From an optimization exercise on the open Yosys and OpenROAD flow, aimed at a short achievable clock period and few clock cycles; shortcuts taken in it are not production practice.
In this exercise RTL edits were held to simulation tests only and were not proved equivalent to the original.
Power is estimated from default activity; no workload was simulated.

// PipelinedMIPS
module PipelinedMIPS(Clk,Rst,imem_addr,imem_rdata,dmem_addr,dmem_wdata,dmem_we,dmem_rdata);
clock: 10.0 ns
lec_check: 0
cap_margin: 40
core_margin: 2
core_utilization: 40
slew_margin: 40
synth_hierarchical: 1
standard.sh (not shown) runs the stock make flow with config.mk's settings and CLKGATE_MAP_FILE= SYNTH_SCRIPT=/design/flow/synth_recipe.tcl, a recipe that flattens the netlist after the stock synthesis.
==> flow/flow/run.sh <==
#!/bin/bash
set -euo pipefail
bash standard.sh SETUP_SLACK_MARGIN=6.7 ADDER_MAP_FILE= \
  "BUFFER_PORTS_ARGS=-buffer_cell sky130_fd_sc_hd__buf_6" finish > flow_make.log 2>&1
The first run produced a clean layout.
Testbench counts at the start, summed over its fixed seeds: cycles 30,119.
==> next run, changes <==
--- a/flow/design.v
+++ b/flow/design.v
@@ -50,21 +50,19 @@
 output [31:0] dmem_wdata;
 output        dmem_we;
 input  [31:0] dmem_rdata;
 localparam BI = 6;                  
 localparam BN = 1 << BI;
 reg  [31:2] pc;
-reg  [BI+1:2] pcx;                  
 reg  [BN-1:0] bp_v;                 
 reg  [BN-1:0] bp_t;                 
-reg  [BN-1:0] bp_tn;                
+reg  [BN-1:0] bp_s;                 
 reg  [4*BN-1:0] bp_n;               
 reg         d_v;
 reg  [31:0] d_ins;
 reg  [31:1] d_rso, d_rto;           
-reg         d_wts, d_wtt;           
 reg  [31:2] d_pc4;
 reg  [BI-1:0] d_pci;
 reg         d_pred;                 
 reg         d_near;                 
 reg  [3:0]  d_nl;
 reg         e_v;
@@ -91,16 +89,15 @@
 wire [31:5] pch  = pc[31:5];
 wire [31:5] pchi = pc[31:5] + 27'd1;
 wire [3:0]  pcl4 = {1'b0, pc[4:2]} + 4'd1;
 wire [31:2] pc4  = {pcl4[3] ? pchi : pch, pcl4[2:0]};
 wire [31:2] f_jtgt = {pc4[31:28], fi[25:0]};
 wire [BI-1:0] f_pci = pc[BI+1:2];
-wire [BI-1:0] f_tix = pcx;          
-wire        f_pred = f_br && (bp_v[f_tix] ? bp_t[f_tix] : fi[15]);
-wire        f_tnear = bp_tn[f_tix];
-wire [3:0]  f_nl = bp_n[4*f_tix +: 4];
+wire        f_pred = f_br && (bp_v[f_pci] ? bp_t[f_pci] : fi[15]);
+wire        f_tnear = bp_v[f_pci] && bp_t[f_pci] && bp_s[f_pci];
+wire [3:0]  f_nl = bp_n[4*f_pci +: 4];
 wire [31:2] f_npc;
 wire [31:2] f_near = {f_nl[3] ? pchi : pch, f_nl[2:0]};
 FetchSel #(10) fsel_h (f_npc[31:22], fi[31:26], f_tnear, f_jtgt[31:22], f_near[31:22], pc4[31:22]);
 FetchSel #(10) fsel_m (f_npc[21:12], fi[31:26], f_tnear, f_jtgt[21:12], f_near[21:12], pc4[21:12]);
 FetchSel #(10) fsel_l (f_npc[11:2],  fi[31:26], f_tnear, f_jtgt[11:2],  f_near[11:2],  pc4[11:2]);
 reg  [31:1] f_rso, f_rto;
@@ -141,14 +138,14 @@
   rt_rf = 32'd0;
   for (k = 1; k < 32; k = k + 1) begin
     rs_rf = rs_rf | ({32{d_rso[k]}} & rf[k]);
     rt_rf = rt_rf | ({32{d_rto[k]}} & rf[k]);
   end
 end
-wire [31:0] rs_val = d_wts ? m_val : rs_rf;
-wire [31:0] rt_val = d_wtt ? m_val : rt_rf;
+wire [31:0] rs_val = (m_rw && m_dst == rs) ? m_val : rs_rf;
+wire [31:0] rt_val = (m_rw && m_dst == rt) ? m_val : rt_rf;
 wire fwd_s = e_v && e_rw && (e_dst == rs);
 wire fwd_t = e_v && e_rw && (e_dst == rt);
 wire fwd_b = fwd_t && !use_imm;
 wire d_add = (is_r && fn == 6'h20) || is_addi || is_lw || is_sw;
 wire d_sub = is_r && fn == 6'h22;
 wire d_slt = (is_r && fn == 6'h2A) || is_slti;
@@ -196,37 +193,26 @@
 assign dmem_wdata = m_sd;
 assign dmem_we    = m_we;
 wire [31:2] pc_next;
 PcSel #(10) pcsel_h (pc_next[31:22], Rst, e_mis, e_rtgt[31:22], stall, pc[31:22], d_redir, d_btgt[31:22], f_npc[31:22]);
 PcSel #(10) pcsel_m (pc_next[21:12], Rst, e_mis, e_rtgt[21:12], stall, pc[21:12], d_redir, d_btgt[21:12], f_npc[21:12]);
 PcSel #(10) pcsel_l (pc_next[11:2],  Rst, e_mis, e_rtgt[11:2],  stall, pc[11:2],  d_redir, d_btgt[11:2],  f_npc[11:2]);
-wire [BI+1:2] pcx_next;
-PcSel #(BI) pcsel_x (pcx_next, 1'b0, e_mis, e_rtgt[BI+1:2], stall, pcx, d_redir, d_btgt[BI+1:2], f_npc[BI+1:2]);
-always @(posedge Clk) begin
-  pc  <= pc_next;
-  pcx <= pcx_next;
-end
+always @(posedge Clk)
+  pc <= pc_next;
 always @(posedge Clk) begin
   if (Rst || e_mis || (d_redir && !stall))
     d_v <= 1'b0;
   else if (!stall)
     d_v <= 1'b1;
-  if (stall) begin
-    d_wts <= !Rst && e_v && e_rw && (e_dst == rs);
-    d_wtt <= !Rst && e_v && e_rw && (e_dst == rt);
-  end else begin
-    d_wts <= !Rst && e_v && e_rw && (e_dst == fi[25:21]);
-    d_wtt <= !Rst && e_v && e_rw && (e_dst == fi[20:16]);
-  end
   if (!stall) begin
     d_ins  <= fi;
     d_rso  <= f_rso;
     d_rto  <= f_rto;
     d_pc4  <= pc4;
     d_pci  <= f_pci;
-    d_pred <= f_pred || (f_tnear && f_br);
+    d_pred <= f_pred;
     d_near <= f_tnear && f_br;
     d_nl   <= f_nl;
   end
 end
 always @(posedge Clk) begin
   if (Rst || e_mis || stall)
@@ -296,21 +282,19 @@
   u_t  <= taken;
   u_s  <= e_short;
   u_t4 <= e_t4;
   u_i  <= e_pci;
 end
 always @(posedge Clk) begin
-  if (Rst) begin
-    bp_v  <= {BN{1'b0}};
-    bp_tn <= {BN{1'b0}};
-  end else if (u_en) begin
-    bp_v[u_i]  <= 1'b1;
-    bp_tn[u_i] <= u_t && u_s;
-  end
+  if (Rst)
+    bp_v <= {BN{1'b0}};
+  else if (u_en)
+    bp_v[u_i] <= 1'b1;
   if (u_en) begin
     bp_t[u_i] <= u_t;
+    bp_s[u_i] <= u_s;
     bp_n[4*u_i +: 4] <= u_t4;
   end
 end
 endmodule
 module FetchSel #(parameter W = 30) (npc, op, tnear, jtgt, near, pc4);
 output [W-1:0] npc;
=> The changed run completed with no timing, DRC or antenna violations. Worst setup slack gets worse by 0.13 ns. Area after synthesis went down by 0.49%. Combinational power went down by about 3%. Via count went down by 3.0%. Clock skew went down by 0.018 ns. Global-route usage went down by 1.3 points. Core utilization went down by 0.10 points. Sequential cell count went down by 8. Die area went down by 0.49%. Power went down by 2.8%. Clock-buffer cell count went down by 3. Routed wire length went down by 4.3%. Cell count went down by 2.9%. Critical path depth went up by 15.
Testbench counts after the change, summed over its fixed seeds: cycles 30,119.

==> separate check: timing with driven ports <==
In the flow no input, the clock included, has a driving cell. The finished layouts below were timed again as built, in two steps.
Step 1 (the two cells are an assumption about what drives the block):
set clk [get_ports {Clk}]
set_driving_cell -lib_cell sky130_fd_sc_hd__clkbuf_16 $clk
set_driving_cell -lib_cell sky130_fd_sc_hd__buf_2 [delete_from_list [all_inputs] $clk]
Step 2 times the ports against the registers' clock, not the clock port: input delays grow and output delays shrink by t, the midpoint of the rising clock arrivals with the driver on.
a / b / c = ideal ports / drivers / drivers and shift; a / b = the first two.
| run | t, ns | slack for setup (ns) | hold WS [ns] | latest minus earliest clock arrival (ns) | worst register clock-pin slew, ns |
|---|---|---|---|---|---|
| the first run | 0.973 | 6.450 / 6.352 / 5.743 | 0.327 / 0.327 / 0.327 | 0.124 / 0.124 | 0.07 / 0.07 |
| the second run | 0.966 | 6.324 / 6.249 / 5.811 | 0.319 / 0.319 / 0.319 | 0.105 / 0.105 | 0.08 / 0.08 |
After both steps every run listed still meets setup and hold. The setup slack of the first run, which loses most, moves by -0.098 ns with the drivers and by -0.707 ns with both steps.
